What follows belongs to an exercise in optimizing a design on an open flow for small area and a short achievable clock period; a production flow would make more cautious choices.
Only simulation tests tie the RTL to the original design; equivalence was not proved.

## run 1
==> flow/design.v <==
module div_top
(
    input             clk,
    input      [31:0] x,
    input      [31:0] y,
    output reg [31:0] q,
    output reg [31:0] r
);
reg  [31:0] x_r;
reg  [31:0] y_r;
wire [31:0] q_w;
wire [31:0] r_w;
nrda_div #(.WIDTH(32)) u_div (
    .x(x_r),
    .y(y_r),
    .r(r_w),
    .q(q_w)
);
always @(posedge clk) begin
    x_r <= x;
    y_r <= y;
    q   <= q_w;
    r   <= r_w;
end
endmodule

module nrda_div
#(
    parameter WIDTH=32
)
(
    input [WIDTH-1:0] x,
    input [WIDTH-1:0] y,
    output [WIDTH-1:0] r,
    output [WIDTH-1:0] q
);
localparam W  = WIDTH;
localparam NS = WIDTH/2;      
localparam RW = WIDTH+1;      
localparam AW = WIDTH+3;      
localparam SW = clog2(WIDTH);
function integer clog2;
    input integer v;
    integer u;
    begin
        clog2 = 0;
        for (u = v - 1; u > 0; u = u >> 1)
            clog2 = clog2 + 1;
    end
endfunction
function [3:0] sel;           
    input [6:0] e;
    input [2:0] di;
    integer m2, m1, m0, mm1, es;
    begin
        case (di)
        3'd0: begin m2 = 12; m1 = 4; m0 = -4;  mm1 = -13; end
        3'd1: begin m2 = 14; m1 = 4; m0 = -6;  mm1 = -15; end
        3'd2: begin m2 = 15; m1 = 4; m0 = -6;  mm1 = -16; end
        3'd3: begin m2 = 16; m1 = 4; m0 = -6;  mm1 = -18; end
        3'd4: begin m2 = 18; m1 = 6; m0 = -8;  mm1 = -20; end
        3'd5: begin m2 = 20; m1 = 6; m0 = -8;  mm1 = -20; end
        3'd6: begin m2 = 20; m1 = 8; m0 = -8;  mm1 = -22; end
        default: begin m2 = 24; m1 = 8; m0 = -8;  mm1 = -24; end
        endcase
        es = e[6] ? {25'h1ffffff, e} : {25'h0, e};
        if (es >= m2)       sel = 4'b1000;
        else if (es >= m1)  sel = 4'b0100;
        else if (es >= m0)  sel = 4'b0000;
        else if (es >= mm1) sel = 4'b0010;
        else                sel = 4'b0001;
    end
endfunction
wire xs = x[W-1];
wire ys = y[W-1];
wire yz = ~|y;
reg  [W-1:0]   yv_ [0:SW];
reg  [2*W-1:0] xv [0:SW];
reg  [SW-1:0]  s;
integer k;
always @(*) begin
    yv_[0] = y;
    xv[0] = {{W{xs}}, x};
    for (k = 0; k < SW; k = k + 1) begin
        s[SW-1-k] = ~|((yv_[k] ^ {W{ys}}) >> (W - (1 << (SW-1-k)))) & ~yz;
        yv_[k+1] = s[SW-1-k] ? yv_[k] << (1 << (SW-1-k)) : yv_[k];
        xv[k+1] = s[SW-1-k] ? xv[k] << (1 << (SW-1-k)) : xv[k];
    end
end
wire [RW-1:0]  yv = {ys, yv_[SW]};        
wire [2*W-1:0] xn = xv[SW];               
wire [RW-1:0]  ya = ys ? ~yv : yv;        
wire [2:0] di = ya[W-1] ? ya[W-2:W-4] : 3'b000;
wire signed [2:0] w0t = xn[2*W-1:2*W-3];   
wire q0p = di[2] ? (w0t >= 3'sd3) : (w0t >= 3'sd2);
wire q0n = di[2] ? (w0t == -3'sd4) : (w0t <= -3'sd3);
wire q0i = ys ? q0n : q0p;                
wire [AW-1:0] D1 = {{(AW-RW){1'b0}}, ya};
wire [AW-1:0] D2 = {{(AW-RW-1){1'b0}}, ya, ys};
reg [RW-1:0] S [0:NS];
reg [RW-1:0] C [0:NS];
reg [NS-1:0] dp1, dp2, dn1, dn2;
reg [AW-1:0] A, B, M;
reg [6:0] est;
reg [3:0] qd;
reg inv, one, two, cin;
integer j;
always @(*) begin
    S[0] = {xn[2*W-1], xn[2*W-1:W]};
    C[0] = q0p ? ~ya : (q0n ? ya : {RW{1'b0}});
    for (j = 1; j <= NS; j = j + 1) begin
        A = {S[j-1], xn[W-2*j+1 -: 2]};
        B = {C[j-1], (j == 1) ? {q0i, q0i} : 2'b00};
        est = A[AW-1:AW-7] + B[AW-1:AW-7];
        qd = sel(est, di);
        inv = qd[3] | qd[2];              
        one = qd[2] | qd[1];
        two = qd[3] | qd[0];
        cin = (one | two) & (inv ^ ys);   
        dp2[NS-j] = two & cin;  dp1[NS-j] = one & cin;
        dn2[NS-j] = two & ~cin; dn1[NS-j] = one & ~cin;
        M = ({AW{two}} & D2 | {AW{one}} & D1) ^ {AW{inv}};
        S[j] = A ^ B ^ M;
        C[j] = {((A & B) | (A & M) | (B & M)), (cin | ((j == 1) & q0i))};
    end
end
nrda_div_tail #(.W(W), .NS(NS), .RW(RW), .SW(SW)) u_tail (
    .xs(xs), .ys(ys), .yz(yz), .S(S[NS]), .C(C[NS]), .y(y), .s(s),
    .dp1(dp1), .dp2(dp2), .dn1(dn1), .dn2(dn2), .r(r), .q(q));
endmodule
module nrda_div_tail #(parameter W=32, NS=16, RW=33, SW=5) (
    input xs,
    input ys,
    input yz,
    input [RW-1:0] S,
    input [RW-1:0] C,
    input [W-1:0] y,
    input [SW-1:0] s,
    input [NS-1:0] dp1, dp2, dn1, dn2,
    output [W-1:0] r,
    output [W-1:0] q
);
wire [RW-1:0] rf = S + C;
wire rneg = rf[RW-1];
wire rz = ~|rf;
wire corr = xs ? ~(rneg | rz) : rneg;
wire sub = xs ^ ys;                       
wire [RW-1:0] rs = (rf >> s) | (rneg ? ~({RW{1'b1}} >> s) : {RW{1'b0}});
wire [W-1:0] ry = corr ? (sub ? ~y : y) : {W{1'b0}};
wire [W-1:0] rr = rs[W-1:0] + ry + (corr & sub);
wire [2:0] e0 = {dp2[0], dp1[0]} - {dn2[0], dn1[0]} +
                (corr ? (sub ? 3'd1 : 3'd7) : 3'd0);
reg [W-1:0] P, N;
integer t;
always @(*) begin
    for (t = 1; t < NS; t = t + 1) begin
        P[2*t+1] = dp2[t]; P[2*t] = dp1[t];
        N[2*t+1] = dn2[t]; N[2*t] = dn1[t];
    end
    P[1:0] = e0[2] ? 2'b00 : e0[1:0];
    N[1:0] = e0[2] ? -e0[1:0] : 2'b00;
    if (yz) begin
        P = {{(W-1){1'b0}}, xs};
        N = {{(W-1){1'b0}}, ~xs};
    end
end
assign r = rr;
assign q = P - N;
endmodule
clock: 110.0 ns
lec_check: 0
abc_area: 1
cap_margin: 20
core_margin: 2
core_utilization: 50
cts_cluster_diameter: 50
cts_cluster_size: 15
slew_margin: 20
synth_hierarchical: 1
standard.sh (not shown) runs the stock make flow with config.mk's settings and CLKGATE_MAP_FILE= SYNTH_SCRIPT=/design/flow/synth_recipe.tcl, a recipe that flattens the netlist after the stock synthesis.
==> flow/flow/run.sh <==
#!/bin/bash
set -euo pipefail
bash standard.sh SETUP_SLACK_MARGIN=48 SKIP_GATE_CLONING=1 SKIP_PIN_SWAP=1 finish > standard_flow.log 2>&1
Run 1 has completed all stages; timing, DRC and antenna checks passed.
### run 1 -> run 2
- changing SLEW_MARGIN from 20 to 35
- changing CAP_MARGIN from 20 to 35
==> flow/flow/run.sh <==
#!/bin/bash
set -euo pipefail
bash standard.sh SETUP_SLACK_MARGIN=53 SKIP_GATE_CLONING=1 SKIP_PIN_SWAP=1 finish > standard_flow.log 2>&1
### Flow results
- Run 2 vs. run 1: via count +about 6%; final worst-path cycle share fell 1.5 points.
- Between run 1 and run 2, the difference in final worst clock skew is negligible.
## Diff of input files: run 3 against run 2
- SLEW_MARGIN now 20, was 35
- CAP_MARGIN now 20, was 35
==> flow/flow/run.sh <==
#!/bin/bash
set -euo pipefail
bash standard.sh SETUP_SLACK_MARGIN=46 SKIP_GATE_CLONING=1 SKIP_PIN_SWAP=1 finish > standard_flow.log 2>&1
Findings:
- Run 2 has lower worst endpoint data arrival time than run 3.
- On clock edge transition at the registers on the reported setup and hold paths, run 2 and run 3 are neck and neck.
- The number of top-level design ports was comparable across run 2 and run 3.
- The lower final worst-path setup slack of run 2 and run 3 is in run 3.
- Sum of met3 wire segment lengths after detailed routing, run 3 vs run 2: down by more than 10%
diff inputs: run 3 => run 4
- swapping 20 for 35 in SLEW_MARGIN
- swapping 20 for 35 in CAP_MARGIN
==> flow/flow/run.sh <==
#!/bin/bash
set -euo pipefail
bash standard.sh SETUP_SLACK_MARGIN=50 SKIP_GATE_CLONING=1 SKIP_PIN_SWAP=1 finish > standard_flow.log 2>&1
## What came out
[run 4 vs run 3] area taken by multi-input logic gates: higher in run 4. Per the comparison of run 4 with run 3, global routing met1 resource utilization moved up; via count went up. Height of the chip: run 4 vs run 3 identical. Comparing data arrival time at the worst-slack endpoint for run 3 and run 4, the smaller number came from run 4. Summary of the comparison: routed metal-1 wire length is higher in run 4, relative to run 3. NOTE number of cells on the critical path run 3->run 4 decreased slightly.
Inputs modified between run 4 and run 5:
- changing SLEW_MARGIN from 35 to 20
- changing CAP_MARGIN from 35 to 20
==> flow/flow/run.sh <==
#!/bin/bash
set -euo pipefail
bash standard.sh SETUP_SLACK_MARGIN=47 SKIP_GATE_CLONING=1 SKIP_PIN_SWAP=1 finish > standard_flow.log 2>&1
--- outcome ---
- Run 5 finished all stages; the layout is clean.
- Changes observed in run 5 relative to run 4: setup slack decreased by 2.16 ns relative to the old numbers, overall routed net length went down 3100 µm.

## port drivers added, routing unchanged
In the flow no input, the clock included, has a driving cell. The finished layouts below were timed again as built, in two steps.
Step 1 assumes that a clkbuf_16 drives the clock port and a buf_2 every other input.
Step 2, shift: input delay + t, output delay - t, t = (earliest + latest rising clock arrival at the registers) / 2. This alone moves slack from input paths to output paths.
Slacks: ideal ports / drivers / drivers and shift; pairs: ideal ports / drivers.
run	t, ns	slack for setup (ns)	cell pins on the clock port's net
run 1	0.496	50.973 / 50.973 / 50.973	1
run 2	0.500	52.573 / 52.573 / 52.573	1
run 3	0.496	49.474 / 49.474 / 49.474	1
run 4	0.509	52.311 / 52.311 / 52.311	1
run 5	0.496	50.151 / 50.151 / 50.151	1
After both steps every run listed still meets setup and hold.
